What follows belongs to an exercise in optimizing a design on an open flow for small area, a short achievable clock period and few clock cycles; a production flow would make more cautious choices.
In this exercise RTL edits were held to simulation tests only and were not proved equivalent to the original.
Power is estimated from default activity; no workload was simulated.

[run.sh]
#!/bin/bash
# synth_recipe.tcl (not shown) runs the flow's synth.tcl, then flattens the netlist and writes it again
# the make line also repeats each setting of config.mk as NAME=value (left out here)
make -C /OpenROAD-flow-scripts/flow DESIGN_CONFIG=/design/flow/config.mk WORK_HOME=/design/flow/orfs CLKGATE_MAP_FILE= SYNTH_SCRIPT=/design/flow/synth_recipe.tcl finish
[config.mk]
export PLATFORM = sky130hd
export DESIGN_NAME = proc
export DESIGN_NICKNAME = proc
export VERILOG_FILES = /design/flow/design.v
export SDC_FILE = /design/flow/constraint.sdc
export NUM_CORES = 4
export LEC_CHECK = 0
export CAP_MARGIN = 20
export CORE_MARGIN = 2
export CORE_UTILIZATION = 40
export SETUP_SLACK_MARGIN = 4.0
export SLEW_MARGIN = 20
[constraint.sdc]
create_clock -name core_clock -period 9.0 [get_ports {clk}]
set_input_delay 1.8000 -clock core_clock [delete_from_list [all_inputs] [get_ports {clk}]]
set_output_delay 1.8000 -clock core_clock [all_outputs]
set_load 0.01 [all_outputs]
[design.v]
module proc (
   imem_addr, dmem_addr, dmem_wdata, dmem_en, dmem_wr, halt,
   clk, rst, imem_rdata, dmem_rdata
   );
   input clk;
   input rst;
   output [15:0] imem_addr;
   input  [15:0] imem_rdata;
   output [15:0] dmem_addr;
   output [15:0] dmem_wdata;
   output        dmem_en;
   output        dmem_wr;
   input  [15:0] dmem_rdata;
   output        halt;
   function [16:0] add16;
      input [15:0] x, y;
      input        cin;
      reg   [15:0] g, p, gg, pp;
      integer      l, m, n;
      begin
         g  = x & y;
         p  = x ^ y;
         gg = g;
         pp = p;
         gg[0] = g[0] | (p[0] & cin);
         for (l = 1; l < 16; l = l * 2)
            for (m = 0; m < 16; m = m + 1)
               if (m & l) begin
                  n = (m & ~(2 * l - 1)) + l - 1;
                  gg[m] = gg[m] | (pp[m] & gg[n]);
                  pp[m] = pp[m] & pp[n];
               end
         add16 = {gg[15], p ^ {gg[14:0], cin}};
      end
   endfunction
   wire [15:0] ni  = imem_rdata;
   wire [4:0]  nop = ni[15:11];
   wire [2:0]  nrs = ni[10:8];
   wire [2:0]  nrt = ni[7:5];
   wire n_rfmt  = (nop[4:3] == 2'b11) & (nop[2:1] != 2'b00);    
   wire n_addi  = (nop == 5'b01000);
   wire n_subi  = (nop == 5'b01001);
   wire n_logi  = (nop[4:1] == 4'b0101);                       
   wire n_shi   = (nop[4:2] == 3'b101);                        
   wire n_st    = (nop == 5'b10000);
   wire n_ld    = (nop == 5'b10001);
   wire n_slbi  = (nop == 5'b10010);
   wire n_stu   = (nop == 5'b10011);
   wire n_btr   = (nop == 5'b11001);
   wire n_lbi   = (nop == 5'b11000);
   wire n_arith = (nop == 5'b11011);                           
   wire n_shr   = (nop == 5'b11010);                           
   wire n_cmp   = (nop[4:2] == 3'b111);                        
   wire n_br    = (nop[4:2] == 3'b011);
   wire n_j     = (nop[4:2] == 3'b001) & ~nop[0];              
   wire n_jr    = (nop[4:2] == 3'b001) &  nop[0];              
   wire n_link  = (nop[4:1] == 4'b0011);                       
   wire       n_we = n_addi | n_subi | n_logi | n_shi | n_ld | n_slbi | n_stu |
                     n_btr | n_lbi | n_arith | n_shr | n_cmp | n_link;
   wire [2:0] n_wa = n_link ? 3'd7 :
                     (n_lbi | n_slbi | n_stu) ? nrs :
                     (n_btr | n_arith | n_shr | n_cmp) ? ni[4:2] : nrt;
   reg  [15:0] r0, r1, r2, r3, r4, r5, r6, r7;
   reg  [15:0] an, bn;
   always @* begin
      case (nrs)
        3'd0: an = r0; 3'd1: an = r1; 3'd2: an = r2; 3'd3: an = r3;
        3'd4: an = r4; 3'd5: an = r5; 3'd6: an = r6; default: an = r7;
      endcase
      case (nrt)
        3'd0: bn = r0; 3'd1: bn = r1; 3'd2: bn = r2; 3'd3: bn = r3;
        3'd4: bn = r4; 3'd5: bn = r5; 3'd6: bn = r6; default: bn = r7;
      endcase
   end
   reg  [15:1] f;            
   reg  [15:0] agu;          
   reg  [15:1] bt;           
   reg  [15:0] a, b;         
   reg         we;
   reg  [2:0]  wa;
   reg         x_jr, taken;
   reg         x_en, x_wr, x_halt;
   reg         x_sub, x_andn;
   reg  [1:0]  x_sht, x_cmpt;
   reg         s_agu, s_add, s_log, s_sh, s_btr, s_cmp, s_imm, s_slbi, s_ld, s_link;
   assign dmem_addr  = agu;
   assign dmem_wdata = b;
   assign dmem_en    = x_en;
   assign dmem_wr    = x_wr;
   assign halt       = x_halt;
   wire [15:1] nxt   = x_jr ? agu[15:1] : taken ? bt : f;
   assign imem_addr  = {nxt, 1'b0};
   wire [15:0] ax   = x_sub ? ~a : a;
   wire [16:0] sum  = add16(ax, b, x_sub);
   wire        eq   = (a == b);
   wire        sle  = (a[15] & ~b[15]) | (~(a[15] ^ b[15]) & sum[16]);
   wire        cmpb = (x_cmpt == 2'd0) ? eq :
                      (x_cmpt == 2'd1) ? (sle & ~eq) :
                      (x_cmpt == 2'd2) ? sle : sum[16];
   wire [15:0] lres = x_andn ? (a & ~b) : (a ^ b);
   wire [3:0]  k    = b[3:0];
   wire [15:0] t1   = k[0] ? {a[14:0], a[15]}      : a;
   wire [15:0] t2   = k[1] ? {t1[13:0], t1[15:14]} : t1;
   wire [15:0] t3   = k[2] ? {t2[11:0], t2[15:12]} : t2;
   wire [15:0] rot  = k[3] ? {t3[7:0], t3[15:8]}   : t3;
   reg  [15:0] mask, btr;
   integer i;
   always @* begin
      for (i = 0; i < 16; i = i + 1) begin
         mask[i] = ~x_sht[0] | (x_sht[1] ? (i < k || k == 4'd0) : (i >= k));
         btr[i]  = a[15 - i];
      end
   end
   wire [15:0] shres = rot & mask;
   wire [15:0] wd = ({16{s_agu}}  & agu) |
                    ({16{s_add}}  & sum[15:0]) |
                    ({16{s_log}}  & lres) |
                    ({16{s_sh}}   & shres) |
                    ({16{s_btr}}  & btr) |
                    ({16{s_cmp}}  & {15'd0, cmpb}) |
                    ({16{s_imm}}  & {s_slbi ? a[7:0] : b[15:8], b[7:0]}) |
                    ({16{s_ld}}   & dmem_rdata) |
                    ({16{s_link}} & {f, 1'b0});
   always @(posedge clk) begin
      if (we) begin
         case (wa)
           3'd0: r0 <= wd; 3'd1: r1 <= wd; 3'd2: r2 <= wd; 3'd3: r3 <= wd;
           3'd4: r4 <= wd; 3'd5: r5 <= wd; 3'd6: r6 <= wd; default: r7 <= wd;
         endcase
      end
   end
   wire [15:0] n_s5 = {{11{ni[4]}}, ni[4:0]};
   wire [15:0] n_z5 = {11'd0, ni[4:0]};
   wire [15:0] n_s8 = {{8{ni[7]}}, ni[7:0]};
   wire [15:0] fa   = (we && wa == nrs) ? wd : an;
   wire [15:0] fb   = (we && wa == nrt) ? wd : bn;
   wire [3:0]  n_cnt = n_shi ? ni[3:0] : fb[3:0];
   wire        n_rgt = n_shi ? nop[1] : ni[1];
   wire [3:0]  n_k   = n_rgt ? 4'd0 - n_cnt : n_cnt;
   wire        n_az  = ~|fa;
   wire        n_tk  = n_j | (n_br & ((nop[1:0] == 2'b00) ?  n_az :
                                      (nop[1:0] == 2'b01) ? ~n_az :
                                      (nop[1:0] == 2'b10) ?  fa[15] : ~fa[15]));
   always @(posedge clk) begin
      a <= fa;
      b <= n_subi           ? n_s5 :
           (n_shi | n_shr)  ? {12'd0, n_k} :
           n_logi           ? n_z5 :
           (n_lbi | n_slbi) ? n_s8 : fb;
      agu <= add16(fa, n_jr ? n_s8 : n_s5, 1'b0);
      bt  <= nxt + (n_j ? {{5{ni[10]}}, ni[10:1]} : {{8{ni[7]}}, ni[7:1]}) + 15'd1;
      f        <= rst ? 15'd0 : nxt + 15'd1;
      we     <= ~rst & n_we;
      wa     <= n_wa;
      x_jr   <= ~rst & n_jr;
      taken  <= ~rst & n_tk;
      x_en   <= ~rst & (n_st | n_ld | n_stu);
      x_wr   <= ~rst & (n_st | n_stu);
      x_halt <= ~rst & (nop == 5'b00000);
      x_sub  <= n_subi | (n_arith & (ni[1:0] == 2'b01)) | (n_cmp & (nop[1:0] == 2'b01 || nop[1:0] == 2'b10));
      x_andn <= n_rfmt ? ni[0] : nop[0];
      x_sht  <= n_rfmt ? ni[1:0] : nop[1:0];
      x_cmpt <= nop[1:0];
      s_agu  <= n_addi | n_stu;
      s_add  <= n_subi | (n_arith & ~ni[1]);
      s_log  <= n_logi | (n_arith & ni[1]);
      s_sh   <= n_shi | n_shr;
      s_btr  <= n_btr;
      s_cmp  <= n_cmp;
      s_imm  <= n_lbi | n_slbi;
      s_slbi <= n_slbi;
      s_ld   <= n_ld;
      s_link <= n_link;
   end
endmodule
==> results.txt, run 1 <==
- LEAKAGE: 0.00640 uW
- Async S/R FF share, synth: 0
- Power Total: 3490 uW
- Synthesized net count: 1584
- Worst Setup Start Kind: input pin
- IO Port Bufs: 83
- Total of max-cap violations: 0
- Seq/Total Area, Yosys: 0.404
- Core footprint: approximately 36000 um2
- Outcome: no timing/DRC/antenna violations
- Cell area after synthesis: 14600 um2
- Antenna viol nets, final: 0
- Io pins: 85
- Post-Synthesis Cells: about 1500
- Synth top cells by count: nand2_1, edfxtp_1, o21ai_0, dfxtp_1, nor2_1
- Slew Limit Fails: 0
- Yosys reg bits: 230
- Pwr per Cell Area: 205 nW/um2
- Vias per inst: 6.21
- Fmax: 204 MHz
- Area leader, netlist: edfxtp_1
- Fill cells: about 3400
- Main synth FF type: edfxtp_1
- GRT Residual Overflow: 0
- Initial cell density of the core: 0.407
- Clk sinks: 230
- Synth top area cells: edfxtp_1, dfxtp_1, ha_1
- EDFF count, synth: between 100 and 150
- Syn_area_per_cell: 9.86 um2
- Clock Skew: 20.2 ps
- CTS buffer count: 26
- GP Congestion: 0.971
- Clock root cell: clkbuf_16
- Worst-path clk slew: 60 ps
- R2r setup slk: approximately 4200 ps
- Dpl hpwl: 35700 um
- Ant diodes: 0
- Global-route wire length before repair: 74700 um
- Maximum VDD drop: 0.173 mV
- Setup Crit Path Kind: in -> reg
- RSZ-0062 raised after global routing: true
- Max FO, Critical Path: 3
- Worst endpoint required time: 9420 ps
- Worst skew pair latency: between 500 and 600 ps
- Layout cell share with drive strength beyond 1: 0.136
- Height of the die: 195 um
- Critical Path Sink Type: register
- Synth cell types: 82
- Residual DRC: 0
- Initial antenna violation count: 1
- CTS Buffer Depth: 3
- Util after Layout: 0.476
- CTS tree: built
- Hold Buf Count CTS: 0
- Largest net degree at the start of global routing: 50
- Layout area overhead: 16.9%
- Gr usage total: 0.257
- Headroom to the max-slew limit: 0.292
- Die width: 195 um
- YS warnings: 1
- Fin crit share: 0.544
- Slew @ Worst Pin: 1060 ps
- Final setup violation count: 0
- Count leader, synth: nand2_1
- Yosys top cell area share: 0.264
- Nets: 1642
- H-tree depth: 1
- Vias in the first global route: 11900
- DR iter-0 viols: roughly 1400
- Total Wirelength: 49700 um
- Hold Path Class: reg -> reg
- Die area: between 30000 and 40000 um2
- Avg WL per Cell: 24.6 um
- FP Rows: 69
- Final critical-path required period: 4890 ps
- Arrival @ worst endpoint: 5310 ps
- Endpoints failing hold: 0
- Setup TNS: 0 ps
- Vias: 12500
- Router iterations before antenna repair: 6
-- cell usage in the layout (no fill, tap or decap), types with 15 or more instances in the layout --
master / count
nor3_1: 20
buf_4: 39
a21oi_1: 75
xnor2_1: 36
o211ai_1: 19
xor2_1: 28
nand2b_1: 15
edfxtp_1: 128
mux2i_1: 53
dfxtp_1: 95
clkbuf_16: 27
nor2b_1: 23
nand3_1: 22
o21ai_0: 111
nand4_1: 15
clkdlybuf4s50_1: 75
nor2_1: 101
a211oi_1: 15
inv_1: 64
nand2_1: 137
ha_1: 63
a22oi_1: 32
mux2_2: 18
mux4_2: 35
-- power by group --
group	total, uW	internal (uW)	leakage [uW]	switching, uW
logic	1070	461	0.00396	605
registers	1370	1240	0.00203	123
clock network	1060	620	0.000412	442
total	3490	2320	0.00640	1170
-- what timing repair did --
item / CTS / global route
setup endpoints to repair: 14 / 9
gates cloned: 1 / 0
setup buffers: 4 / 15
gates resized for setup: 25 / 48
pin swaps: 4 / 8
-- layout make-up --
type                            count  area, um2  share of cell area
Timing Repair Buffer              130       1250              0.0735
Sequential cell                   230       5900               0.347
Tap cell                          461        577              0.0339
Clock inverter                     17        148             0.00867
Inverter                           69        272              0.0160
Clock buffer                       31        711              0.0418
Multi-Input combinational cell   1078       8160               0.480
-- critical path: stages --
cell and delay (ps):
clkdlybuf4s50_1 440, a22o_1 210, a221oi_1 710, and4_1 310
a32oi_1 170, a211o_1 310, or4b_4 510, nor4b_2 250
nand4bb_1 230, o41ai_1 300, nor3_1 80
-- worst paths after layout --
kind	cells past startpoint	end	startpoint
worst max-delay path	11	taken$_DFF_P_	dmem_rdata[9]
worst min-delay path	3	f[15]$_SDFF_PP0_	agu[15]$_DFF_P_
worst max register to register	20	agu[15]$_DFF_P_	b[0]$_DFF_P_
worst min register to register	3	f[15]$_SDFF_PP0_	agu[15]$_DFF_P_
-- kinds of logic after synthesis --
kind of cell / Yosys count / share of synthesized area
mux: 115 / 0.118
other cells: 1 / 0.000257
buf+inv: 169 / 0.0476
simple gates: 415 / 0.138
xor+xnor: 64 / 0.0385
compound gates: 410 / 0.186
flops: 230 / 0.404
fa+ha+maj: 73 / 0.0674
-- through the flow --
stage	setup slack [ps]	area [um2]	instances	hold WS, ps
2_1_floorplan	3950	14600	1477	542
3_3_place_gp	2660	15700	1948	757
3_5_place_dp	2560	15700	1948	762
4_1_cts	3940	16700	2001	769
5_1_grt	3970	17000	2016	807
6_report	4110	17000	2016	763
-- state kept, by name (all words and copies together), names as in the netlist, 15 cells and up --
| signal | cells |
|---|---|
| bt | 15 |
| r6 | 16 |
| r0 | 16 |
| r7 | 16 |
| r1 | 16 |
| r5 | 16 |
| r2 | 16 |
| r3 | 16 |
| f | 15 |
| agu | 16 |
| r4 | 16 |
| a | 16 |
| b | 16 |
-- routing by layer --
layer / routed length [um] / share of wire / vias to the layer above / global-route usage
li1: - / - / 5690 / -
met1: 20900 / 0.42 / 6119 / 0.345
met2: 23100 / 0.46 / 602 / 0.423
met3: 3890 / 0.078 / 110 / 0.0373
met4: 1840 / 0.037 / 0 / 0.0922
met5: 0 / 0 / - / 0
Testbench counts, summed over its fixed seeds: cycles 87,473.
==> inputs of run 2 (changes only) <==
--- a/config.mk
+++ b/config.mk
@@ -10,3 +10,3 @@
 export CORE_UTILIZATION = 40
-export SETUP_SLACK_MARGIN = 4.0
+export SETUP_SLACK_MARGIN = 4.5
 export SLEW_MARGIN = 20
==> run 2 against run 1 <==
Compared with the run above: critical path depth rose by 10; via count increased by 1.3%; clock skew increased by 18 ps; global-route usage is 0.77 points higher; core utilization grew 2.2 points; design area increased by 4.5%; final cell count rose by 1.6%; first-iteration DRC count is 5.3% lower; register-to-register slack gained 190 ps; sequential share of layout area down 1.4 points; critical endpoint is now agu[14]$_DFF_P_; largest power group unchanged.
==> results.txt, run 2 <==
- Nets: 1675 (+2.0%)
- Fmax: 214 MHz (+4.9%)
- Post-Synthesis Cells: 1477 (unchanged)
- Worst endpoint required time: 9470 ps (+50 ps)
- Synthesized net count: 1584 (unchanged)
- Vias in the first global route: 12300 (+3.3%)
- Hold Crit Start: agu[15]$_DFF_P_
- Count leader, synth: nand2_1
- Util after Layout: 0.498 (+0.0215)
- Fill cells: 3237 (-4.1%)
- Synth top area cells: edfxtp_1, dfxtp_1, ha_1
- Maximum VDD drop: 0.149 mV (-14%)
- Die width: 195 um (unchanged)
- Pwr per Cell Area: 202 nW/um2 (-1.8%)
- Core footprint: 35700 um2 (unchanged)
- Synth top cells by count: nand2_1, edfxtp_1, o21ai_0, dfxtp_1, nor2_1
- RSZ-0062 raised after global routing: true
- Worst setup startpoint: imem_rdata[9]
- Critical Path Sink Type: register
- GP Congestion: 0.990 (+1.9%)
- Worst-path clk slew: 60 ps (about the same)
- Fin crit share: 0.518 (-0.0254)
- Vias per inst: 6.19 (-0.27%)
- LEAKAGE: 0.00670 uW (+4.7%)
- Switching share of power: 0.342 (+0.00659)
- Router iterations before antenna repair: 5 (-1)
- Ant diodes: 0 (unchanged)
- Yosys top cell area share: 0.264 (unchanged)
- Clk sinks: 230 (unchanged)
- Residual DRC: 0 (unchanged)
- Clock root cell: clkbuf_16
- Avg WL per Cell: 25.3 um (+2.7%)
- Commonest non-fill, non-tap cells in the layout: nand2_1, edfxtp_1, o21ai_0
- Vias: 12700 (+1.3%)
- Io pins: 85 (unchanged)
- YS warnings: 1 (unchanged)
- Clock Skew: 37.7 ps (+17.5 ps)
- Slew Limit Fails: 0 (unchanged)
- Layout area overhead: 22.2%
- Largest net degree at the start of global routing: 53 (+6.0%)
- CTS Buffer Depth: 3 (unchanged)
- Yosys reg bits: 230 (unchanged)
- GRT Residual Overflow: 0 (unchanged)
- Min Hold Slack: 781 ps (+18.0 ps)
- H-tree depth: 1 (unchanged)
- Setup TNS: 0 ps (unchanged)
- Seq pwr share: 0.382 (-0.009)
- Slew @ Worst Pin: 1070 ps (+11.1 ps)
- Reg area: 5920 um2 (+0.40%)
- Clock share of power: 0.292 (-0.012)
- Total of max-cap violations: 0 (unchanged)
- Arrival @ worst endpoint: 5140 ps (-170 ps)
- Setup Crit Path Kind: in -> reg
- Async S/R FF share, synth: 0 (unchanged)
- Dpl hpwl: 35400 um (-1.1%)
- EDFF count, synth: 128 (unchanged)
- Area leader, netlist: edfxtp_1
- Outcome: no timing/DRC/antenna violations
- Initial antenna violation count: 0 (-1)
- Layout cell share with drive strength beyond 1: 0.187 (+0.0515)
- Hold Buf Count CTS: 0 (unchanged)
- Internal power: 2360 uW (+1.7%)
- Final setup violation count: 0 (unchanged)
- Height of the die: 195 um (unchanged)
- Gr usage total: 0.265 (+0.00768)
- Initial cell density of the core: 0.407 (unchanged)
- Net Switching: 1230 uW (+4.7%)
- Final critical-path required period: 4670 ps (-228 ps)
- Hold Path Class: reg -> reg
- Area occupied by multi-input gates: 8500 um2 (+4.1%)
- Seq/Total Area, Yosys: 0.404 (unchanged)
- CTS tree: built
- Critical R2R Launch: b[3]$_DFF_P_
- Synth cell types: 82 (unchanged)
- Gate power share: 0.325 (+0.020)
- Cell area after synthesis: 14600 um2 (unchanged)
- Most common cell after layout, fill and taps aside: nand2_1
- Main synth FF type: edfxtp_1
- Headroom to the max-slew limit: 0.281 (-0.0106)
- DR iter-0 viols: 1322 (-5.3%)
- Max FO, Critical Path: 12 (+9)
- CTS buffer count: 26 (unchanged)
- Syn_area_per_cell: 9.86 um2 (unchanged)
- FP Rows: 69 (unchanged)
- Worst skew pair latency: 570 ps (+20 ps)
- IO Port Bufs: 83 (unchanged)
- Total Wirelength: 51900 um (+4.4%)
- Endpoints failing hold: 0 (unchanged)
- Antenna viol nets, final: 0 (unchanged)
- Global-route wire length before repair: 76700 um (+2.7%)
- Worst Setup Start Kind: input pin
- Die area: 38000 um2 (unchanged)
==> run 2: cell counts after synthesis <==
No cell type changed its count.
==> run 2: power groups by stage <==
stage,Sequential [uW],Clock [uW],Combinational [uW]
2_1_floorplan,1340,0,664
3_3_place_gp,1390,0,989
3_5_place_dp,1390,0,1000
4_1_cts,1370,1070,1090
5_1_grt,1380,1100,1260
6_report,1370,1050,1170
==> run 2: path summary, 6_finish.rpt <==
kind | end | cells past startpoint | slack [ps]
worst max-delay path | agu[14]$_DFF_P_ | 21 | 4330
worst min-delay path | f[15]$_SDFF_PP0_ | 3 | 780
worst max register to register | agu[14]$_DFF_P_ | 21 | 4360
worst min register to register | f[15]$_SDFF_PP0_ | 3 | 780
==> run 2: kinds of logic after synthesis <==
kind of cell / synth area share
adders and majority gates: 0.0674
muxes: 0.118
other: 0.000257
and+or+nand+nor: 0.138
AOI/OAI and AO/OA: 0.186
xor gates and xnor gates: 0.0385
buffers and inverters: 0.0476
DFF: 0.404
==> run 2: repair_timing <==
action	4_1_cts	5_1_grt
resized for setup	117	57
pin swaps	32	30
cloned	4	3
hold endpoints to repair	0	0
setup buffers	34	11
setup endpoints to repair	35	26
==> run 2: layer usage <==
layer,vias up,global-route usage,share of wire
met5,-,0,0
met4,0,0.104,0.040
met3,124,0.0554,0.089
met2,639,0.432,0.46
met1,6181,0.345,0.41
li1,5742,-,-
==> run 2: layout make-up <==
type | count | share of cell area
clock buffer | 28 | 0.0370
clock inverter | 19 | 0.0108
inverter | 69 | 0.0161
multi-input combinational | 1078 | 0.478
sequential | 230 | 0.333
tap | 461 | 0.0324
timing repair buffer | 163 | 0.0933
==> run 2: worst max-delay path, stage by stage <==
cell and delay (ps):
buf_2 180, buf_12 180, clkinvlp_4 90, nor3_1 50
o31a_1 310, o21ai_1 150, nor2_2 80, a31oi_4 170
ha_2 200, inv_2 40, fa_2 350, nor2b_2 130
o21a_1 170, o21ai_2 80, a21oi_2 210, o2111ai_2 180
a311oi_2 300, o21ai_1 110, nand2b_1 100, buf_4 110
xor2_1 150
==> run 2: per-stage QoR <==
stage	instance area [um2]	power (uW)	std cells	setup slack (ps)
CTS	17400	3530	2034	4320
detailed placement	15800	2390	1949	2300
global placement	15800	2380	1949	2450
floorplan	14700	2000	1477	3930
finish	17800	3590	2048	4330
global route	17800	3740	2048	4200
==> inputs of run 3 (changes only) <==
--- a/design.v
+++ b/design.v
@@ -14,10 +14,8 @@
    output        halt;
-   function [16:0] add16;
-      input [15:0] x, y;
+   function [16:0] pfx16;
+      input [15:0] p, g;
       input        cin;
-      reg   [15:0] g, p, gg, pp;
+      reg   [15:0] gg, pp;
       integer      l, m, n;
       begin
-         g  = x & y;
-         p  = x ^ y;
          gg = g;
@@ -32,3 +30,3 @@
                end
-         add16 = {gg[15], p ^ {gg[14:0], cin}};
+         pfx16 = {gg[15], p ^ {gg[14:0], cin}};
       end
@@ -76,3 +74,3 @@
    reg  [15:0] agu;          
-   reg  [15:1] bt;           
+   reg         redir;        
    reg  [15:0] a, b;         
@@ -80,3 +78,2 @@
    reg  [2:0]  wa;
-   reg         x_jr, taken;
    reg         x_en, x_wr, x_halt;
@@ -90,6 +87,6 @@
    assign halt       = x_halt;
-   wire [15:1] nxt   = x_jr ? agu[15:1] : taken ? bt : f;
+   wire [15:1] nxt   = redir ? agu[15:1] : f;
    assign imem_addr  = {nxt, 1'b0};
    wire [15:0] ax   = x_sub ? ~a : a;
-   wire [16:0] sum  = add16(ax, b, x_sub);
+   wire [16:0] sum  = pfx16(ax ^ b, ax & b, x_sub);
    wire        eq   = (a == b);
@@ -136,2 +133,7 @@
    wire [15:0] fb   = (we && wa == nrt) ? wd : bn;
+   wire        n_pcrel = n_j | n_br;
+   wire [15:0] n_x  = n_pcrel ? {nxt, 1'b1} : fa;
+   wire [15:0] n_y  = n_j  ? {{5{ni[10]}}, ni[10:1], 1'b1} :
+                      n_br ? {{8{ni[7]}}, ni[7:1], 1'b1} :
+                      n_jr ? n_s8 : n_s5;
    wire [3:0]  n_cnt = n_shi ? ni[3:0] : fb[3:0];
@@ -149,4 +151,3 @@
            (n_lbi | n_slbi) ? n_s8 : fb;
-      agu <= add16(fa, n_jr ? n_s8 : n_s5, 1'b0);
-      bt  <= nxt + (n_j ? {{5{ni[10]}}, ni[10:1]} : {{8{ni[7]}}, ni[7:1]}) + 15'd1;
+      agu <= pfx16(n_x ^ n_y, n_x & n_y, 1'b0);
       f        <= rst ? 15'd0 : nxt + 15'd1;
@@ -154,4 +155,3 @@
       wa     <= n_wa;
-      x_jr   <= ~rst & n_jr;
-      taken  <= ~rst & n_tk;
+      redir  <= ~rst & (n_jr | n_tk);
       x_en   <= ~rst & (n_st | n_ld | n_stu);
--- a/config.mk
+++ b/config.mk
@@ -10,2 +10,5 @@
 export CORE_UTILIZATION = 40
+export CTS_BUF_LIST = sky130_fd_sc_hd__clkbuf_16
+export CTS_CLUSTER_DIAMETER = 150
+export CTS_CLUSTER_SIZE = 30
 export SETUP_SLACK_MARGIN = 4.5
==> run 3 against run 2 <==
Compared with the run above: largest power group unchanged; clock power is 46% lower; synthesized cell count decreased by 5.3%; register-to-register slack lost 250 ps; first-iteration DRC count increased by 31%; still clean; core utilization shrank 1.5 points; flip-flop and latch count fell by 16; wire length is 3.1% lower; critical path type unchanged; maximum frequency fell by 5.2%; combinational power is 4% higher; clock-buffer cell count is 17 lower; sequential share of layout area grew 1.1 points.
==> results.txt, run 3 <==
- Slew @ Worst Pin: 1030 ps (-45.0 ps)
- CP most frequent cell: nor2_1
- Vias: 12200 (-4.0%)
- GP Congestion: 0.929 (-6.1%)
- CTS buffer count: 11 (-58%)
- Gr usage total: 0.273 (+0.00794)
- Worst skew pair latency: 490 ps (-80 ps)
- Setup WS pre-CTS: 2470 ps (+173 ps)
- Global-route wire length before repair: 74000 um (-3.5%)
- Hold Buf Count CTS: 0 (unchanged)
- Height of the die: 189 um (-2.8%)
- Cell area after synthesis: 13700 um2 (-5.7%)
- Commonest non-fill, non-tap cells in the layout: edfxtp_1, nor2_1, nand2_1
- Headroom to the max-slew limit: 0.314 (+0.0332)
- Total Wirelength: 50200 um (-3.1%)
- Hold Path Class: reg -> reg
- Post-Synthesis Cells: 1398 (-5.3%)
- CP max stage delay: 400 ps (+50 ps)
- Maximum VDD drop: 0.121 mV (-19%)
- GRT Residual Overflow: 0 (unchanged)
- Seq pwr share: 0.421 (+0.039)
- Switching share of power: 0.368 (+0.0267)
- Fill cells: 3091 (-4.5%)
- Final critical-path required period: 4920 ps (+255 ps)
- Worst R2R Path Depth: 22 (+4.8%)
- Critical R2R Launch: b[0]$_DFF_P_
- Synth top area cells: edfxtp_1, dfxtp_1, ha_1
- EDFF count, synth: 128 (unchanged)
- Worst path cell trace: clkdlybuf4s50_1 -> a22oi_1 -> nand3_1 -> a221o_1 -> a311oi_1 -> o311ai_1 -> buf_4 -> o21a_1 -> nor2_1 -> a21oi_1 -> ha_1 -> and2_1 -> o21ai_1 -> o31ai_4 -> nor2_1 -> xnor2_1
- IO Port Bufs: 83 (unchanged)
- Slowest CP cell: clkdlybuf4s50_1
- Gate power share: 0.396 (+0.071)
- Worst endpoint required time: 9430 ps (-40 ps)
- Io pins: 85 (unchanged)
- Critical Path Sink Type: register
- Synthesized net count: 1490 (-5.9%)
- Min Hold Slack: 675 ps (-106 ps)
- RSZ-0062 raised after global routing: true
- Main synth FF type: edfxtp_1
- Clock share of power: 0.182 (-0.110)
- FP Rows: 67 (-2.9%)
- Area occupied by multi-input gates: 7890 um2 (-7.1%)
- R2r setup slk: 4110 ps (-250 ps)
- Yosys top cell area share: 0.280 (+0.0160)
- Synth cell types: 86 (+4.9%)
- Router iterations before antenna repair: 6 (+1)
- CTS tree: built
- Setup crit end: agu[15]$_DFF_P_
- Outcome: no timing/DRC/antenna violations
- Reg area: 5600 um2 (-5.5%)
- Endpoints failing hold: 0 (unchanged)
- Hold Crit Start: f[1]$_SDFF_PP0_
- Clk sinks: 214 (-7.0%)
- Layout cell share with drive strength beyond 1: 0.170 (-0.0170)
- Max FO, Critical Path: 10 (-2)
- Largest net degree at the start of global routing: 50 (-5.7%)
- Seq/Total Area, Yosys: 0.405 (+0.00112)
- DR iter-0 viols: 1730 (+31%)
- Die area: 35800 um2 (-5.6%)
- Setup Crit Path Kind: in -> reg
- Clock Skew: 42.3 ps (+4.62 ps)
- Pwr per Cell Area: 190 nW/um2 (-5.8%)
- Core footprint: 33700 um2 (-5.7%)
- Yosys reg bits: 214 (-7.0%)
- Initial cell density of the core: 0.408 (about the same)
- Most common cell after layout, fill and taps aside: edfxtp_1
- Vias in the first global route: 11700 (-5.5%)
- Residual DRC: 0 (unchanged)
- Async S/R FF share, synth: 0 (unchanged)
- Arrival @ worst endpoint: 5350 ps (+210 ps)
- YS warnings: 1 (unchanged)
- Die width: 189 um (-2.8%)
- Dpl hpwl: 35400 um (+0.15%)
- Final worst slack: 4080 ps (-255 ps)
- Worst Setup Start Kind: input pin
- Antenna viol nets, final: 0 (unchanged)
- Avg WL per Cell: 26.0 um (+2.8%)
- Setup TNS: 0 ps (unchanged)
- Fmax: 203 MHz (-5.2%)
- CTS Buffer Depth: 3 (unchanged)
- Slew Limit Fails: 0 (unchanged)
- Final setup violation count: 0 (unchanged)
- Net Switching: 1140 uW (-7.1%)
- Area leader, netlist: edfxtp_1
- Nets: 1570 (-6.3%)
- Synth top cells by count: edfxtp_1, nor2_1, nand2_1, o21ai_0, dfxtp_1
- Worst-path clk slew: 120 ps (+60 ps)
- Vias per inst: 6.32 (+2.0%)
- Fin crit share: 0.547 (+0.0284)
- LEAKAGE: 0.00623 uW (-6.9%)
- H-tree depth: 1 (unchanged)
- Ant diodes: 0 (unchanged)
- Syn_area_per_cell: 9.82 um2 (-0.38%)
- Worst setup startpoint: dmem_rdata[13]
- Total of max-cap violations: 0 (unchanged)
- Internal power: 1950 uW (-17%)
- Clock root cell: clkbuf_16
- Initial antenna violation count: 0 (unchanged)
- Count leader, synth: edfxtp_1
- Reg2reg end: agu[15]$_DFF_P_
- Layout area overhead: 18.4%
## run 3: power by group through the flow
stage                     registers, uW  logic (uW)  clock network [uW]
after floorplan                    1260         660                   0
after global placement             1310        1030                   0
after detailed placement           1310        1050                   0
after CTS                          1290        1170                 569
after global routing               1310        1310                 597
final                              1300        1220                 563
## run 3: metrics by stage
stage | instance area, um2 | util | std cells | total power, uW
5_1_grt | 16300 | 0.483 | 1929 | 3210
2_1_floorplan | 13900 | - | 1398 | 1920
6_report | 16300 | 0.483 | 1929 | 3090
3_5_place_dp | 15000 | 0.446 | 1866 | 2360
4_1_cts | 16000 | 0.476 | 1915 | 3030
3_3_place_gp | 15000 | 0.446 | 1866 | 2340
## run 3: layout make-up
cell class	count	share of cell area
Multi-Input combinational cell	1024	0.485
Sequential cell	214	0.344
Timing Repair Buffer	161	0.100
Tap cell	448	0.0345
Clock buffer	11	0.0169
Inverter	66	0.0159
Clock inverter	5	0.00277
## run 3: repair_timing
action | CTS | global route
pin swaps | 35 | 19
setup buffers | 29 | 13
resized for setup | 100 | 24
setup endpoints to repair | 24 | 22
cloned | 4 | 1
## run 3: logic make-up after synthesis
family	Yosys count	synth area share
and+or+nand+nor	395	0.136
adders and majority gates	58	0.0572
muxes	124	0.126
other	1	0.000273
DFF	214	0.405
buffers and inverters	160	0.0473
xor gates and xnor gates	52	0.0332
AOI/OAI and AO/OA	394	0.195
## run 3: worst min path at each step
stage	cells past startpoint	slack, ps	end
global route	2	720	f[1]$_SDFF_PP0_
global placement	2	650	f[1]$_SDFF_PP0_
detailed placement	2	660	f[1]$_SDFF_PP0_
finish	2	670	f[1]$_SDFF_PP0_
CTS	2	670	f[1]$_SDFF_PP0_
floorplan	2	570	a[6]$_DFF_P_
## run 3: worst max-delay path: cells and delay by family
family / cells / cell delay, ps
AND/OR/NAND/NOR: 4 / 560
XOR/XNOR: 1 / 120
adder cells (fa/ha/maj): 1 / 350
buffers and inverters: 2 / 630
AO/OA/AOI/OAI: 8 / 1890
## run 3: layer usage
metal,vias to the layer above,wire [um],global-route usage
met2,648,22600,0.426
li1,5411,-,-
met4,0,1630,0.0820
met1,6028,21300,0.386
met5,-,0,0
met3,95,4690,0.0467
Testbench counts of run 3, summed over its fixed seeds: cycles 87,473.
==> inputs of run 4 (changes only) <==
--- a/config.mk
+++ b/config.mk
@@ -7,2 +7,3 @@
 export LEC_CHECK = 0
+export ABC_AREA = 1
 export CAP_MARGIN = 20
@@ -10,5 +11,2 @@
 export CORE_UTILIZATION = 40
-export CTS_BUF_LIST = sky130_fd_sc_hd__clkbuf_16
-export CTS_CLUSTER_DIAMETER = 150
-export CTS_CLUSTER_SIZE = 30
 export SETUP_SLACK_MARGIN = 4.5
==> run 4 against run 3 <==
Compared with the run above: still clean on timing, DRC and antenna; global-route usage is 1.7 points higher; design area is 1.3% higher; die area is 0.34% lower; final cell count is 23% higher; first-iteration DRC count is 13% lower; synthesized cell count is 29% higher.
==> results.txt, run 4 <==
- Yosys top cell area share: 0.281 (+0.000972)
- RSZ-0062 raised after global routing: true
- Avg WL per Cell: 22.4 um (-14%)
- Worst skew pair latency: 560 ps (+70 ps)
- Outcome: no timing/DRC/antenna violations
- Yosys reg bits: 214 (unchanged)
- Clk sinks: 214 (unchanged)
- Area leader, netlist: edfxtp_1
- Placed cell count: 2281 (+22%)
- Clock root cell: clkbuf_16
- Final critical-path required period: 4470 ps (-450 ps)
- Dpl hpwl: 39500 um (+11%)
- Synth top area cells: edfxtp_1, dfxtp_1, nand2_1
- Worst R2R Path Depth: 29 (+32%)
- Die width: 189 um (-0.17%)
- Ant diodes: 0 (unchanged)
- Post-Layout Cell Count: 2373 (+23%)
- Synth top cells by count: nand2_1, inv_1, nand3_1, edfxtp_1, o21ai_0
- Worst path cell trace: clkdlybuf4s50_1 -> nand2_1 -> nand4_1 -> nor3_2 -> nand3_1 -> nand2_1 -> o21ai_1 -> ha_1 -> nand2_1 -> nor2_2 -> a211oi_2 -> o21ai_2 -> nand2_1 -> nand2_2 -> a21oi_4 -> o21bai_4 -> a21oi_2 -> inv_1 -> a21oi_2 -> xor2_1
- IO Port Bufs: 83 (unchanged)
- GP Congestion: 0.961 (+3.4%)
- CTS tree: built
- Total Wirelength: 53100 um (+5.6%)
- Residual DRC: 0 (unchanged)
- Core footprint: 33600 um2 (-0.25%)
- WP depth: 20 (+4)
- Global-route wire length before repair: 78400 um (+5.9%)
- CP max stage delay: 400 ps (about the same)
- Gate power share: 0.322 (-0.074)
- Cell area after synthesis: 13700 um2 (-0.35%)
- Vias in the first global route: 12400 (+6.4%)
- Endpoints failing hold: 0 (unchanged)
- CP most frequent cell: nand2_1
- Reg2reg end: agu[14]$_DFF_P_
- Layout cell share with drive strength beyond 1: 0.123 (-0.0476)
- Net Switching: 1230 uW (+7.7%)
- Slew @ Worst Pin: 1100 ps (+74.0 ps)
- Largest net degree at the start of global routing: 36 (-28%)
- Post-DP Area: 14900 um2 (-1.1%)
- Most common cell after layout, fill and taps aside: nand2_1
- Fmax: 224 MHz (+10%)
- Switching share of power: 0.359 (-0.00926)
- Slowest CP cell: clkdlybuf4s50_1
- Nets: 2000 (+27%)
- Commonest non-fill, non-tap cells in the layout: nand2_1, inv_1, nand3_1
- Post-Synthesis Cells: 1797 (+29%)
- Initial cell density of the core: 0.407 (about the same)
- Layout area overhead: 20.4%
- Die area: 35700 um2 (-0.34%)
- Vias: 13400 (+10%)
- Io pins: 85 (unchanged)
- Max FO, Critical Path: 4 (-6)
- Critical Path Sink Type: register
- Fill cells: 3350 (+8.4%)
- Main synth FF type: edfxtp_1
- LEAKAGE: 0.00719 uW (+15%)
- GRT Residual Overflow: 0 (unchanged)
- Router iterations before antenna repair: 7 (+1)
- Vias per inst: 5.67 (-10%)
- R2r setup slk: 4560 ps (+450 ps)
- Height of the die: 189 um (-0.17%)
- Hold Path Class: reg -> reg
- Pwr per Cell Area: 207 nW/um2 (+9.0%)
- Fin crit share: 0.497 (-0.0499)
- Async S/R FF share, synth: 0 (unchanged)
- Headroom to the max-slew limit: 0.262 (-0.0521)
- Setup Crit Path Kind: in -> reg
- Crit path max-delay family: simple AND/OR/NAND/NOR gates
- H-tree depth: 1 (unchanged)
- DR iter-0 viols: 1498 (-13%)
- Syn_area_per_cell: 7.62 um2 (-22%)
- Worst endpoint required time: 9470 ps (+40 ps)
- Synthesized net count: 1889 (+27%)
- CTS Buffer Depth: 3 (unchanged)
- Worst setup startpoint: dmem_rdata[3]
- Setup TNS: 0 ps (unchanged)
- GR Util met2: 0.491 (+0.0645)
- Setup crit end: agu[14]$_DFF_P_
- Count leader, synth: nand2_1
- Maximum VDD drop: 0.163 mV (+35%)
- Gr usage total: 0.290 (+0.0175)
- Fin area: 16500 um2 (+1.3%)
- Hold Crit Depth: 4 (+2)
- Critical R2R Launch: b[0]$_DFF_P_
- Power Total: 3410 uW (+10%)
- Met3 Track Usage GR: 0.0337 (-0.0130)
- Clock Skew: 36.7 ps (-5.62 ps)
- FP Rows: 67 (unchanged)
- Met1 Resource Use GR: 0.390 (+0.00348)
- Worst-path clk slew: 70 ps (-50 ps)
- Antenna viol nets, final: 0 (unchanged)
- Clock share of power: 0.305 (+0.123)
- CTS buffer count: 24 (+13)
- Internal power: 2190 uW (+12%)
- Worst Setup Start Kind: input pin
- Final setup violation count: 0 (unchanged)
- WP buf/inv: 2 (unchanged)
- Total of max-cap violations: 0 (unchanged)
- Initial antenna violation count: 1 (+1)
- Arrival @ worst endpoint: 4940 ps (-410 ps)
- Seq pwr share: 0.373 (-0.048)
- YS warnings: 1 (unchanged)
- Synth cell types: 62 (-28%)
- Slew Limit Fails: 0 (unchanged)
- Seq/Total Area, Yosys: 0.407 (+0.00141)
- Grt peak-use layer: met2
- EDFF count, synth: 128 (unchanged)
## run 4: cell types whose count changed after synthesis, sizes merged, moves of 21 or more
cell,previous run,this run
nand2,112,414
inv,65,257
nand3,31,187
o21ai,90,152
a21oi,71,123
mux2,47,0
clkbuf,68,23
mux2i,45,1
a22oi,46,5
mux4,32,0
o22ai,21,42
## run 4: worst register-to-register path: cells and delay by family (launching register included)
| family | cells | cell delay, ps |
|---|---|---|
| fa+ha+maj | 3 | 1130 |
| flops | 1 | 350 |
| xor+xnor | 1 | 130 |
| simple gates | 11 | 1100 |
| buf+inv | 5 | 370 |
| compound gates | 9 | 1330 |
## run 4: worst min-delay path by stage
stage | start | endpoint | slack, ps
2_1_floorplan | r7[9]$_DFFE_PP_ | a[9]$_DFF_P_ | 530
3_3_place_gp | f[10]$_SDFF_PP0_ | f[10]$_SDFF_PP0_ | 570
3_5_place_dp | f[10]$_SDFF_PP0_ | f[10]$_SDFF_PP0_ | 590
4_1_cts | f[10]$_SDFF_PP0_ | f[10]$_SDFF_PP0_ | 630
5_1_grt | r7[2]$_DFFE_PP_ | a[2]$_DFF_P_ | 700
6_report | r7[2]$_DFFE_PP_ | a[2]$_DFF_P_ | 650
## run 4: cell families after synthesis
family	synth area share
compound gates	0.165
xor+xnor	0.0186
fa+ha+maj	0.0574
buf+inv	0.100
flops	0.407
mux	0.000731
other cells	0.000274
simple gates	0.251
## run 4: through the flow
step / hold slack, ps / setup slack [ps] / utilization
after floorplan: 525 / 4340 / -
after global placement: 571 / 3020 / 0.442
after detailed placement: 592 / 2940 / 0.442
after CTS: 628 / 4430 / 0.476
after global routing: 701 / 4330 / 0.490
final: 655 / 4530 / 0.490
## run 4: power groups by stage
stage | Sequential, uW | Combinational, uW | Clock (uW)
3_5_place_dp | 1290 | 998 | 0
3_3_place_gp | 1290 | 990 | 0
2_1_floorplan | 1250 | 630 | 0
5_1_grt | 1280 | 1200 | 1090
6_report | 1270 | 1100 | 1040
4_1_cts | 1270 | 1030 | 1060
## run 4: layout make-up
type / count / area (um2) / area share
well taps: 448 / 561 / 0.0340
repair buffers: 150 / 1370 / 0.0832
inverters: 259 / 1040 / 0.0633
clock inverters: 13 / 183 / 0.0111
multi-input cells: 1259 / 7070 / 0.429
clock buffers: 30 / 664 / 0.0403
flip-flops and latches: 214 / 5590 / 0.339
## run 4: what timing repair did
action,4_1_cts,5_1_grt
hold buffers,0,0
endpoints found under the setup margin,20,11
resized for setup,66,73
gates cloned,0,1
buffers inserted,17,31
pin swaps,8,34
## run 4: metal layers
layer	part of all wire	wire length (um)
met4	0.034	1800
met3	0.069	3670
met1	0.43	22600
met2	0.47	25000
met5	0.00017	9
==> inputs of run 5 (changes only) <==
--- a/config.mk
+++ b/config.mk
@@ -7,3 +7,2 @@
 export LEC_CHECK = 0
-export ABC_AREA = 1
 export CAP_MARGIN = 20
==> run 5 against run 4 <==
Compared with the run above: still clean on timing, DRC and antenna; maximum frequency down 7.2%; critical path depth down 4; non-clock buffer count rose by 23; setup slack got worse by 350 ps; critical endpoint is now agu[15]$_DFF_P_; largest cell class unchanged; largest power group unchanged.
==> results.txt, run 5 <==
- Outcome: no timing/DRC/antenna violations
- Setup crit end: agu[15]$_DFF_P_
- Endpoints failing hold: 0 (unchanged)
- FP Rows: 67 (unchanged)
- Reg2reg end: agu[15]$_DFF_P_
- Synth Area in Adders: 0.0572 (-0.000199)
- Yosys reg bits: 214 (unchanged)
- Synthesized net count: 1490 (-21%)
- Area fraction in compound gates after synthesis: 0.195 (+0.0295)
- CTS Buffer Depth: 3 (unchanged)
- Gr usage total: 0.275 (-0.0151)
- RSZ-0062 raised after global routing: true
- WP depth: 16 (-20%)
- Seq/Total Area, Yosys: 0.405 (-0.00141)
- Ant diodes: 0 (unchanged)
- Slowest CP cell: clkdlybuf4s50_1
- CP most frequent cell: nor2_1
- EDFF count, synth: 128 (unchanged)
- Clock share of power: 0.282 (-0.023)
- GRT Residual Overflow: 0 (unchanged)
- Most common cell after layout, fill and taps aside: edfxtp_1
- Largest net degree at the start of global routing: 50 (+39%)
- Async S/R FF share, synth: 0 (unchanged)
- Worst path cell trace: clkdlybuf4s50_1 -> a22oi_1 -> nand3_1 -> a221o_1 -> a311oi_2 -> o311ai_1 -> buf_4 -> o21a_1 -> nor2_1 -> a21oi_1 -> ha_1 -> and2_1 -> o21ai_1 -> o31ai_4 -> nor2_1 -> xnor2_1
- DR iter-0 viols: 1712 (+14%)
- Util after Layout: 0.503 (+0.0134)
- Max FO, Critical Path: 10 (+6)
- Fin crit share: 0.535 (+0.0384)
- Final setup violation count: 0 (unchanged)
- Setup Crit Path Kind: in -> reg
- Synth cell types: 86 (+39%)
- Fill cells: 3013 (-10%)
- Net Switching: 1230 uW (+0.23%)
- Hold Buf Count CTS: 0 (unchanged)
- Vias per inst: 6.31 (+11%)
- Dpl hpwl: 35400 um (-10%)
- Antenna viol nets, final: 0 (unchanged)
- Pwr per Cell Area: 211 nW/um2 (+2.0%)
- Setup TNS: 0 ps (unchanged)
- CTS buffer count: 24 (unchanged)
- Worst skew pair latency: 540 ps (-20 ps)
- Height of the die: 189 um (+0.17%)
- Placed cell count: 1866 (-18%)
- Avg WL per Cell: 25.9 um (+16%)
- Worst endpoint required time: 9390 ps (-80 ps)
- Syn_area_per_cell: 9.82 um2 (+29%)
- Io pins: 85 (unchanged)
- Residual DRC: 0 (unchanged)
- GP Congestion: 0.929 (-3.3%)
- Post-Synthesis Cells: 1398 (-22%)
- Worst Setup Start Kind: input pin
- IO Port Bufs: 83 (unchanged)
- Post-Layout Cell Count: 1969 (-17%)
- Synth top cells by count: edfxtp_1, nor2_1, nand2_1, o21ai_0, dfxtp_1
- H-tree depth: 1 (unchanged)
- Layout area overhead: 23.5%
- Die width: 189 um (+0.17%)
- Min Hold Slack: 671 ps (+16.6 ps)
- Area leader, netlist: edfxtp_1
- Worst-path clk slew: 60 ps (about the same)
- Router iterations before antenna repair: 6 (-1)
- Clock Skew: 39.5 ps (+2.76 ps)
- Total Wirelength: 51000 um (-4.0%)
- Gate power share: 0.354 (+0.032)
- Simple-Gate Fraction of Synth Area: 0.136 (-0.115)
- Slew @ Worst Pin: 894 ps (-209 ps)
- Vias in the first global route: 11800 (-5.0%)
- Hold Path Class: reg -> reg
- Core footprint: 33700 um2 (+0.25%)
- WP buf/inv: 2 (unchanged)
- Hold Crit Start: f[1]$_SDFF_PP0_
- Yosys top cell area share: 0.280 (-0.000972)
- Global-route wire length before repair: 74800 um (-4.6%)
- Headroom to the max-slew limit: 0.403 (+0.141)
- Multiplexer area fraction after synthesis: 0.126 (+0.126)
- Arrival @ worst endpoint: 5210 ps (+270 ps)
- Total of max-cap violations: 0 (unchanged)
- YS warnings: 1 (unchanged)
- Seq pwr share: 0.364 (-0.009)
- CTS tree: built
- CP max stage delay: 410 ps (about the same)
- Xor/xnor share of the synthesized area: 0.0332 (+0.0146)
- Commonest non-fill, non-tap cells in the layout: edfxtp_1, nor2_1, nand2_1
- Count leader, synth: edfxtp_1
- Critical Path Sink Type: register
- Largest family of logic cells by synthesized area: compound AO/OA/AOI/OAI gates
- Slew Limit Fails: 0 (unchanged)
- Layout cell share with drive strength beyond 1: 0.195 (+0.0727)
- Final critical-path required period: 4820 ps (+345 ps)
- Die area: 35800 um2 (+0.34%)
- Switching share of power: 0.343 (-0.0164)
- Crit path max-delay family: compound AO/OA/AOI/OAI gates
- LEAKAGE: 0.00657 uW (-8.6%)
- Worst setup startpoint: dmem_rdata[13]
- Initial antenna violation count: 0 (-1)
- Internal power: 2360 uW (+7.7%)
- Critical R2R Launch: x_sub$_DFF_P_
- Maximum VDD drop: 0.120 mV (-26%)
- Vias: 12400 (-7.6%)
- Fmax: 208 MHz (-7.2%)
- Nets: 1595 (-20%)
- Initial cell density of the core: 0.408 (about the same)
- Clock root cell: clkbuf_16
- Synth top area cells: edfxtp_1, dfxtp_1, ha_1
- R2r setup slk: 4240 ps (-320 ps)
- Cell area after synthesis: 13700 um2 (+0.35%)
- Worst R2R Path Depth: 23 (-21%)
- Main synth FF type: edfxtp_1
- Clk sinks: 214 (unchanged)
==> run 5: metal layers <==
metal,share of wire,GRT usage,vias to the layer above
met2,0.45,0.430,668
met3,0.11,0.0480,93
met5,0,0,-
li1,-,-,5478
met1,0.42,0.391,6181
met4,0.029,0.0781,0
==> run 5: metrics by stage <==
stage | power, uW | cell area (um2) | worst slack, ps
finish | 3580 | 17000 | 4180
global placement | 2340 | 15000 | 2670
CTS | 3490 | 16600 | 4180
floorplan | 1920 | 13900 | 3930
detailed placement | 2360 | 15000 | 2470
global route | 3720 | 17000 | 4060
==> run 5: final cells by class <==
type / instances / area [um2] / share of cell area
clock buffers: 30 / 623 / 0.0367
clock inverters: 14 / 183 / 0.0108
inverters: 66 / 255 / 0.0150
flip-flops and latches: 214 / 5590 / 0.330
repair buffers: 173 / 1790 / 0.106
well taps: 448 / 561 / 0.0330
multi-input cells: 1024 / 7960 / 0.469
==> run 5: power by group through the flow <==
stage / logic (uW) / registers (uW) / clock network, uW
floorplan: 660 / 1260 / 0
global placement: 1030 / 1310 / 0
detailed placement: 1050 / 1310 / 0
CTS: 1170 / 1290 / 1020
global route: 1350 / 1310 / 1060
finish: 1270 / 1300 / 1010
==> run 5: how the worst min path moves through the flow <==
stage	endpoint	slack, ps	cells past startpoint
finish	f[1]$_SDFF_PP0_	670	2
global route	f[1]$_SDFF_PP0_	720	2
CTS	f[1]$_SDFF_PP0_	670	2
detailed placement	f[1]$_SDFF_PP0_	660	2
global placement	f[1]$_SDFF_PP0_	650	2
floorplan	a[6]$_DFF_P_	570	2
==> run 5: worst register-to-register path, cell delays in order (launching register included) <==
cell      delay, ps
dfxtp_2         330
buf_12          140
mux2_4          280
fa_2            390
a211oi_4        230
o211a_1         200
nor2_2           50
fa_1            510
a222oi_1        340
nand2_1          90
a211o_1         310
o31ai_4         290
nand2_1         100
o21ai_2          90
inv_2            60
ha_4            210
and2_4          130
o21ai_2         150
o21ai_2          90
nor4_2          160
buf_4           200
o31ai_4          80
nor2_1          140
xnor2_1          80
==> run 5: what timing repair did <==
item	4_1_cts	5_1_grt
cloned	4	2
setup buffers	33	20
pin swaps	36	40
gates resized for setup	101	48
endpoints found under the setup margin	24	22
==> run 5: kinds of logic after synthesis <==
| kind of cell | count (synthesis) |
|---|---|
| AND/OR/NAND/NOR | 395 |
| AO/OA/AOI/OAI | 394 |
| flip-flops | 214 |
| buffers and inverters | 160 |
| multiplexers | 124 |
| adder cells (fa/ha/maj) | 58 |
| XOR/XNOR | 52 |
| other | 1 |
==> inputs of run 6 (changes only) <==
--- a/config.mk
+++ b/config.mk
@@ -7,2 +7,3 @@
 export LEC_CHECK = 0
+export ABC_AREA = 1
 export CAP_MARGIN = 20
@@ -10,3 +11,3 @@
 export CORE_UTILIZATION = 40
-export SETUP_SLACK_MARGIN = 4.5
+export SETUP_SLACK_MARGIN = 5.0
 export SLEW_MARGIN = 20
==> run 6 against run 5 <==
Compared with the run above: clock skew is 7.9 ps lower; critical path depth is 14 higher; register-to-register slack better by 470 ps; first-iteration DRC count is 0.58% higher; design area is 1.8% lower; via count is 9.9% higher; synthesized cell count is 29% higher; still clean on timing, DRC and antenna; critical endpoint is now agu[11]$_DFF_P_; core utilization is 0.78 points lower.
==> results.txt, run 6 <==
- Outcome: no timing/DRC/antenna violations
- Setup crit end: agu[11]$_DFF_P_
- Hold Path Class: reg -> reg
- Cell area after synthesis: 13700 um2 (-0.35%)
- DR iter-0 viols: 1722 (+0.58%)
- Fill cells: 3295 (+9.4%)
- Headroom to the max-slew limit: 0.453 (+0.0493)
- Clock Skew: 31.6 ps (-7.87 ps)
- Critical R2R Launch: b[0]$_DFF_P_
- EDFF count, synth: 128 (unchanged)
- Residual DRC: 0 (unchanged)
- Post-Synthesis Cells: 1797 (+29%)
- Pwr per Cell Area: 202 nW/um2 (-4.4%)
- Worst endpoint required time: 9460 ps (+70 ps)
- Max FO, Critical Path: 3 (-7)
- Min Hold Slack: 638 ps (-33.1 ps)
- Antenna viol nets, final: 0 (unchanged)
- Height of the die: 189 um (-0.17%)
- Fmax: 233 MHz (+12%)
- Router iterations before antenna repair: 6 (unchanged)
- FP Rows: 67 (unchanged)
- Syn_area_per_cell: 7.62 um2 (-22%)
- Worst Setup Start Kind: register
- Total of max-cap violations: 0 (unchanged)
- Initial antenna violation count: 0 (unchanged)
- Setup Crit Path Kind: reg -> reg
- Main synth FF type: edfxtp_1
- Initial cell density of the core: 0.407 (about the same)
- Vias per inst: 5.71 (-9.5%)
- Worst-path clk slew: 60 ps (about the same)
- Yosys top cell area share: 0.281 (+0.000972)
- Worst skew pair latency: 560 ps (+20 ps)
- Async S/R FF share, synth: 0 (unchanged)
- IO Port Bufs: 83 (unchanged)
- Worst R2R Path Depth: 30 (+30%)
- Util after Layout: 0.496 (-0.00779)
- Core footprint: 33600 um2 (-0.25%)
- Area occupied by multi-input gates: 7180 um2 (-9.8%)
- Arrival @ worst endpoint: 4750 ps (-460 ps)
- Setup TNS: 0 ps (unchanged)
- Setup WS pre-CTS: 2930 ps (+453 ps)
- CTS tree: built
- Yosys reg bits: 214 (unchanged)
- GP Congestion: 0.974 (+4.8%)
- Synth top area cells: edfxtp_1, dfxtp_1, nand2_1
- Count leader, synth: nand2_1
- Seq/Total Area, Yosys: 0.407 (+0.00141)
- Reg area: 5590 um2 (-0.13%)
- Reg2reg end: agu[11]$_DFF_P_
- Vias in the first global route: 12700 (+7.5%)
- Clk sinks: 214 (unchanged)
- Dpl hpwl: 39000 um (+10%)
- Io pins: 85 (unchanged)
- Worst setup startpoint: b[0]$_DFF_P_
- CP most frequent cell: nand2_1
- CTS buffer count: 24 (unchanged)
- Ant diodes: 0 (unchanged)
- YS warnings: 1 (unchanged)
- Most common cell after layout, fill and taps aside: nand2_1
- Power Total: 3370 uW (-6.1%)
- Synth top cells by count: nand2_1, inv_1, nand3_1, edfxtp_1, o21ai_0
- Fin crit share: 0.477 (-0.0583)
- Maximum VDD drop: 0.156 mV (+30%)
- Layout area overhead: 21.7%
- Synthesized net count: 1889 (+27%)
- Hold Crit Start: f[14]$_SDFF_PP0_
- Total Wirelength: 52800 um (+3.6%)
- Hold Crit Depth: 2 (unchanged)
- Clock root cell: clkbuf_16
- Slew Limit Fails: 0 (unchanged)
- Layout cell share with drive strength beyond 1: 0.146 (-0.0491)
- Area leader, netlist: edfxtp_1
- CTS Buffer Depth: 3 (unchanged)
- Slowest CP cell: fa_2
- Avg WL per Cell: 22.1 um (-15%)
- Slew @ Worst Pin: 820 ps (-73.8 ps)
- Critical Path Sink Type: register
- R2r setup slk: 4710 ps (+470 ps)
- Final worst slack: 4710 ps (+525 ps)
- CP max stage delay: 400 ps (about the same)
- Endpoints failing hold: 0 (unchanged)
- Die width: 189 um (-0.17%)
- RSZ-0062 raised after global routing: true
- Nets: 2019 (+27%)
- Die area: 35700 um2 (-0.34%)
- Final critical-path required period: 4290 ps (-525 ps)
- Global-route wire length before repair: 79000 um (+5.6%)
- Commonest non-fill, non-tap cells in the layout: nand2_1, inv_1, nand3_1
- Vias: 13600 (+9.9%)
- H-tree depth: 1 (unchanged)
- LEAKAGE: 0.00725 uW (+10%)
- Largest net degree at the start of global routing: 36 (-28%)
- Synth cell types: 62 (-28%)
- Final setup violation count: 0 (unchanged)
- Gr usage total: 0.291 (+0.0159)
- GRT Residual Overflow: 0 (unchanged)
run 6: cell types whose count changed after synthesis, sizes merged, moves of 41 or more:
cell,change
mux2i,-44
clkbuf,-45
mux2,-47
a21oi,+52
inv,+192
nand3,+156
a22oi,-41
o21ai,+62
nand2,+302
run 6: how the worst min path moves through the flow:
| stage | endpoint | slack (ps) |
|---|---|---|
| floorplan | a[9]$_DFF_P_ | 530 |
| global placement | f[10]$_SDFF_PP0_ | 570 |
| detailed placement | f[10]$_SDFF_PP0_ | 590 |
| CTS | a[2]$_DFF_P_ | 660 |
| global route | f[4]$_SDFF_PP0_ | 700 |
| finish | f[14]$_SDFF_PP0_ | 640 |
run 6: logic make-up (layout without fill, tap and decap cells):
group / after synthesis / count (layout) / synth area share
other: 1 / 1 / 0.000274
XOR/XNOR: 29 / 29 / 0.0186
AND/OR/NAND/NOR: 780 / 780 / 0.251
flip-flops: 214 / 214 / 0.407
buffers and inverters: 324 / 470 / 0.100
AO/OA/AOI/OAI: 390 / 390 / 0.165
multiplexers: 1 / 1 / 0.000731
adder cells (fa/ha/maj): 58 / 58 / 0.0574
run 6: per-stage QoR:
stage          std cells  cell area (um2)
3_3_place_gp        2280            14900
4_1_cts             2374            16400
2_1_floorplan       1797            13700
5_1_grt             2391            16700
6_report            2391            16700
3_5_place_dp        2280            14900
run 6: where the power goes:
group	total, uW	switching (uW)	internal, uW
combinational	1170	714	458
sequential	1270	110	1160
clock	923	411	512
run 6: timing repair:
| action | CTS | global route |
|---|---|---|
| gates cloned | 1 | 0 |
| setup buffers | 51 | 17 |
| gates resized for setup | 153 | 44 |
| endpoints found under the setup margin | 47 | 32 |
| pin swaps | 58 | 36 |
| hold buffers | 0 | 0 |
run 6: layout make-up:
class,instances,share of cell area
multi-input combinational,1259,0.431
sequential,214,0.335
timing repair buffer,169,0.0934
inverter,259,0.0623
clock buffer,31,0.0388
tap,448,0.0336
clock inverter,11,0.00571
run 6: routing by layer:
metal,global-route usage,share of wire,wire length (um)
met5,0,0,0
met3,0.0397,0.075,3970
met4,0.101,0.038,2000
met2,0.483,0.47,24700
met1,0.388,0.42,22200
run 6: critical path, delay by kind of cell, from the launching register on:
family | cells | cell delay, ps
XOR/XNOR | 1 | 130
AND/OR/NAND/NOR | 11 | 970
buffers and inverters | 7 | 660
adder cells (fa/ha/maj) | 3 | 1060
AO/OA/AOI/OAI | 8 | 1010
flip-flops | 1 | 350
==> inputs of run 7 (changes only) <==
--- a/design.v
+++ b/design.v
@@ -73,4 +73,6 @@
    reg  [15:1] f;            
-   reg  [15:0] agu;          
-   reg         redir;        
+   reg  [7:0]  agl;          
+   reg         x_inc, x_dec;     
+   reg  [15:1] bt;           
+   reg         nx_f, nx_bt, nx_agu;  
    reg  [15:0] a, b;         
@@ -82,2 +84,4 @@
    reg         s_agu, s_add, s_log, s_sh, s_btr, s_cmp, s_imm, s_slbi, s_ld, s_link;
+   wire [15:8] agh   = x_inc ? a[15:8] + 8'd1 : x_dec ? a[15:8] - 8'd1 : a[15:8];
+   wire [15:0] agu   = {agh, agl};
    assign dmem_addr  = agu;
@@ -87,3 +91,3 @@
    assign halt       = x_halt;
-   wire [15:1] nxt   = redir ? agu[15:1] : f;
+   wire [15:1] nxt   = ({15{nx_f}} & f) | ({15{nx_bt}} & bt) | ({15{nx_agu}} & agu[15:1]);
    assign imem_addr  = {nxt, 1'b0};
@@ -133,7 +137,5 @@
    wire [15:0] fb   = (we && wa == nrt) ? wd : bn;
-   wire        n_pcrel = n_j | n_br;
-   wire [15:0] n_x  = n_pcrel ? {nxt, 1'b1} : fa;
-   wire [15:0] n_y  = n_j  ? {{5{ni[10]}}, ni[10:1], 1'b1} :
-                      n_br ? {{8{ni[7]}}, ni[7:1], 1'b1} :
-                      n_jr ? n_s8 : n_s5;
+   wire [7:0]  n_imm = n_jr ? ni[7:0] : {{3{ni[4]}}, ni[4:0]};
+   wire [8:0]  n_agl = {1'b0, fa[7:0]} + {1'b0, n_imm};
+   wire [15:1] n_off = n_j ? {{5{ni[10]}}, ni[10:1]} : {{8{ni[7]}}, ni[7:1]};
    wire [3:0]  n_cnt = n_shi ? ni[3:0] : fb[3:0];
@@ -151,3 +153,6 @@
            (n_lbi | n_slbi) ? n_s8 : fb;
-      agu <= pfx16(n_x ^ n_y, n_x & n_y, 1'b0);
+      agl   <= n_agl[7:0];
+      x_inc <= n_agl[8] & ~n_imm[7];
+      x_dec <= ~n_agl[8] & n_imm[7];
+      bt    <= nxt + n_off + 15'd1;
       f        <= rst ? 15'd0 : nxt + 15'd1;
@@ -155,3 +160,5 @@
       wa     <= n_wa;
-      redir  <= ~rst & (n_jr | n_tk);
+      nx_f   <= rst | ~(n_jr | n_tk);
+      nx_bt  <= ~rst & n_tk;
+      nx_agu <= ~rst & n_jr;
       x_en   <= ~rst & (n_st | n_ld | n_stu);
--- a/config.mk
+++ b/config.mk
@@ -8,3 +8,3 @@
 export ABC_AREA = 1
-export CAP_MARGIN = 20
+export CAP_MARGIN = 0
 export CORE_MARGIN = 2
@@ -12,2 +12,2 @@
 export SETUP_SLACK_MARGIN = 5.0
-export SLEW_MARGIN = 20
+export SLEW_MARGIN = 0
==> run 7 against run 6 <==
Compared with the run above: flip-flop and latch count up 11; critical path type is now reg -> out; largest power group unchanged; global-route usage down 0.63 points; non-clock buffer count down 9; critical endpoint is now imem_addr[10]; final cell count up 5.5%.
==> results.txt, run 7 <==
- Layout cell share with drive strength beyond 1: 0.148 (+0.00231)
- Router iterations before antenna repair: 7 (+1)
- IO Port Bufs: 83 (unchanged)
- Synth top area cells: edfxtp_1, dfxtp_1, nand2_1
- Post-Synthesis Cells: 1922 (+7.0%)
- Setup Crit Path Kind: reg -> out
- H-tree depth: 1 (unchanged)
- Cell area after synthesis: 14400 um2 (+5.4%)
- DR iter-0 viols: 1458 (-15%)
- Clock root cell: clkbuf_16
- CP most frequent cell: inv_1
- Gr usage total: 0.284 (-0.00627)
- Synth top cells by count: nand2_1, inv_1, nand3_1, nor2_1, edfxtp_1
- Hold Path Class: reg -> reg
- Slowest CP cell: dfxtp_4
- Worst skew pair latency: 550 ps (about the same)
- Worst R2R Path Depth: 23 (-23%)
- Vias in the first global route: 13300 (+4.7%)
- Post-Layout Cell Count: 2522 (+5.5%)
- CTS buffer count: 25 (+4.2%)
- Global-route wire length before repair: 82200 um (+4.1%)
- Residual DRC: 0 (unchanged)
- Vias per inst: 5.66 (-0.88%)
- Yosys top cell area share: 0.266 (-0.0145)
- Clk sinks: 225 (+5.1%)
- Layout area overhead: 21.5%
- Max FO, Critical Path: 5 (+2)
- LEAKAGE: 0.00775 uW (+7.0%)
- R2r setup slk: 5130 ps (+420 ps)
- Final setup violation count: 0 (unchanged)
- Critical Path Sink Type: output pin
- Io pins: 85 (unchanged)
- Worst-path clk slew: 60 ps (about the same)
- WP buf/inv: 5 (-2)
- Initial cell density of the core: 0.406 (-0.00146)
- Critical R2R Launch: b[0]$_DFF_P_
- Seq/Total Area, Yosys: 0.401 (-0.00568)
- Die area: 37600 um2 (+5.3%)
- Height of the die: 194 um (+2.6%)
- Total of max-cap violations: 0 (unchanged)
- GP Congestion: 0.989 (+1.6%)
- Synth cell types: 57 (-8.1%)
- GRT Residual Overflow: 0 (unchanged)
- EDFF count, synth: 128 (unchanged)
- Worst endpoint required time: 7200 ps (-2260 ps)
- Slew Limit Fails: 0 (unchanged)
- Async S/R FF share, synth: 0 (unchanged)
- Vias: 14300 (+4.6%)
- Clock Skew: 29.5 ps (-2.08 ps)
- Syn_area_per_cell: 7.51 um2 (-1.4%)
- Area leader, netlist: edfxtp_1
- Fmax: 252 MHz (+8.3%)
- Core footprint: 35600 um2 (+5.8%)
- Commonest non-fill, non-tap cells in the layout: nand2_1, inv_1, nand3_1
- Setup crit end: imem_addr[10]
- Fin area: 17500 um2 (+5.2%)
- Nets: 2142 (+6.1%)
- CTS tree: built
- Outcome: no timing/DRC/antenna violations
- Yosys reg bits: 225 (+5.1%)
- Placed cell count: 2415 (+5.9%)
- Largest net degree at the start of global routing: 43 (+19%)
- Worst Setup Start Kind: register
- Slew @ Worst Pin: 890 ps (+70.3 ps)
- Initial antenna violation count: 0 (unchanged)
- Count leader, synth: nand2_1
- Ant diodes: 0 (unchanged)
- Post-DP Area: 15600 um2 (+5.1%)
- Worst setup startpoint: a[8]$_DFF_P_
- Final worst slack: 5040 ps (+330 ps)
- Die width: 194 um (+2.6%)
run 7: cell types whose count changed after synthesis, sizes merged, moves of 5 or more:
| cell | change |
|---|---|
| o21ai | -31 |
| inv | +17 |
| ha | +10 |
| a2111oi | +6 |
| a221oi | -5 |
| a22o | +10 |
| dfxtp | +11 |
| nand2 | +62 |
| xor2 | +11 |
| nor2 | +14 |
run 7: power by group:
part / switching [uW] / internal [uW]
Clock: 433 / 676
Combinational: 703 / 413
Sequential: 117 / 1210
Total: 1250 / 2300
run 7: kinds of logic after synthesis:
kind of cell             Yosys count  share of synthesized area
AO/OA/AOI/OAI                    381                      0.157
AND/OR/NAND/NOR                  866                      0.260
flip-flops                       225                      0.401
XOR/XNOR                          39                     0.0237
other                              1                   0.000260
buffers and inverters            344                     0.0980
adder cells (fa/ha/maj)           66                     0.0604
run 7: area by class of cell:
type,instances,area [um2],area share
Sequential cell,225,5840,0.333
Timing Repair Buffer,160,1390,0.0791
Clock buffer,31,668,0.0381
Multi-Input combinational cell,1353,7740,0.441
Tap cell,461,577,0.0329
Clock inverter,15,226,0.0129
Inverter,277,1100,0.0628
run 7: worst min path at each step:
stage / start / endpoint / slack [ps] / depth (start not counted)
4_1_cts: r7[13]$_DFFE_PP_ / a[13]$_DFF_P_ / 640 / 2
3_5_place_dp: r7[13]$_DFFE_PP_ / a[13]$_DFF_P_ / 610 / 2
3_3_place_gp: r7[13]$_DFFE_PP_ / a[13]$_DFF_P_ / 600 / 2
5_1_grt: r7[13]$_DFFE_PP_ / a[13]$_DFF_P_ / 680 / 2
2_1_floorplan: r7[13]$_DFFE_PP_ / a[13]$_DFF_P_ / 520 / 2
6_report: r7[13]$_DFFE_PP_ / a[13]$_DFF_P_ / 640 / 2
run 7: repair_timing:
action / 4_1_cts / 5_1_grt
endpoints found under the setup margin: 48 / 34
hold buffers: 0 / 0
pin swaps: 7 / 36
cloned: 0 / 1
setup buffers: 18 / 42
gates resized for setup: 146 / 107
run 7: worst min-delay path, cell delays in order (launching register included):
cell      delay [ps]
edfxtp_1         390
o211ai_1         150
nand2_1           80
run 7: metal layers:
metal  wire [um]  share of wire  track usage
met5           0              0            0
met3        3930          0.071       0.0346
met2       26400           0.47        0.480
met4        1880          0.034       0.0943
met1       23400           0.42        0.380
run 7: per-stage QoR:
stage / util / power, uW
6_report: 0.493 / 3550
3_3_place_gp: 0.439 / 2330
5_1_grt: 0.493 / 3720
2_1_floorplan: - / 1950
3_5_place_dp: 0.439 / 2340
4_1_cts: 0.476 / 3490
Testbench counts of run 7, summed over its fixed seeds: cycles 87,473.

Check on run 7: ideal ports give 5.037 ns setup slack; a clkbuf_16 on the clock port and buf_2 on the inputs give 4.982 ns; moving port delays by the midpoint clock arrival (0.590 ns) as well gives 4.568 ns.
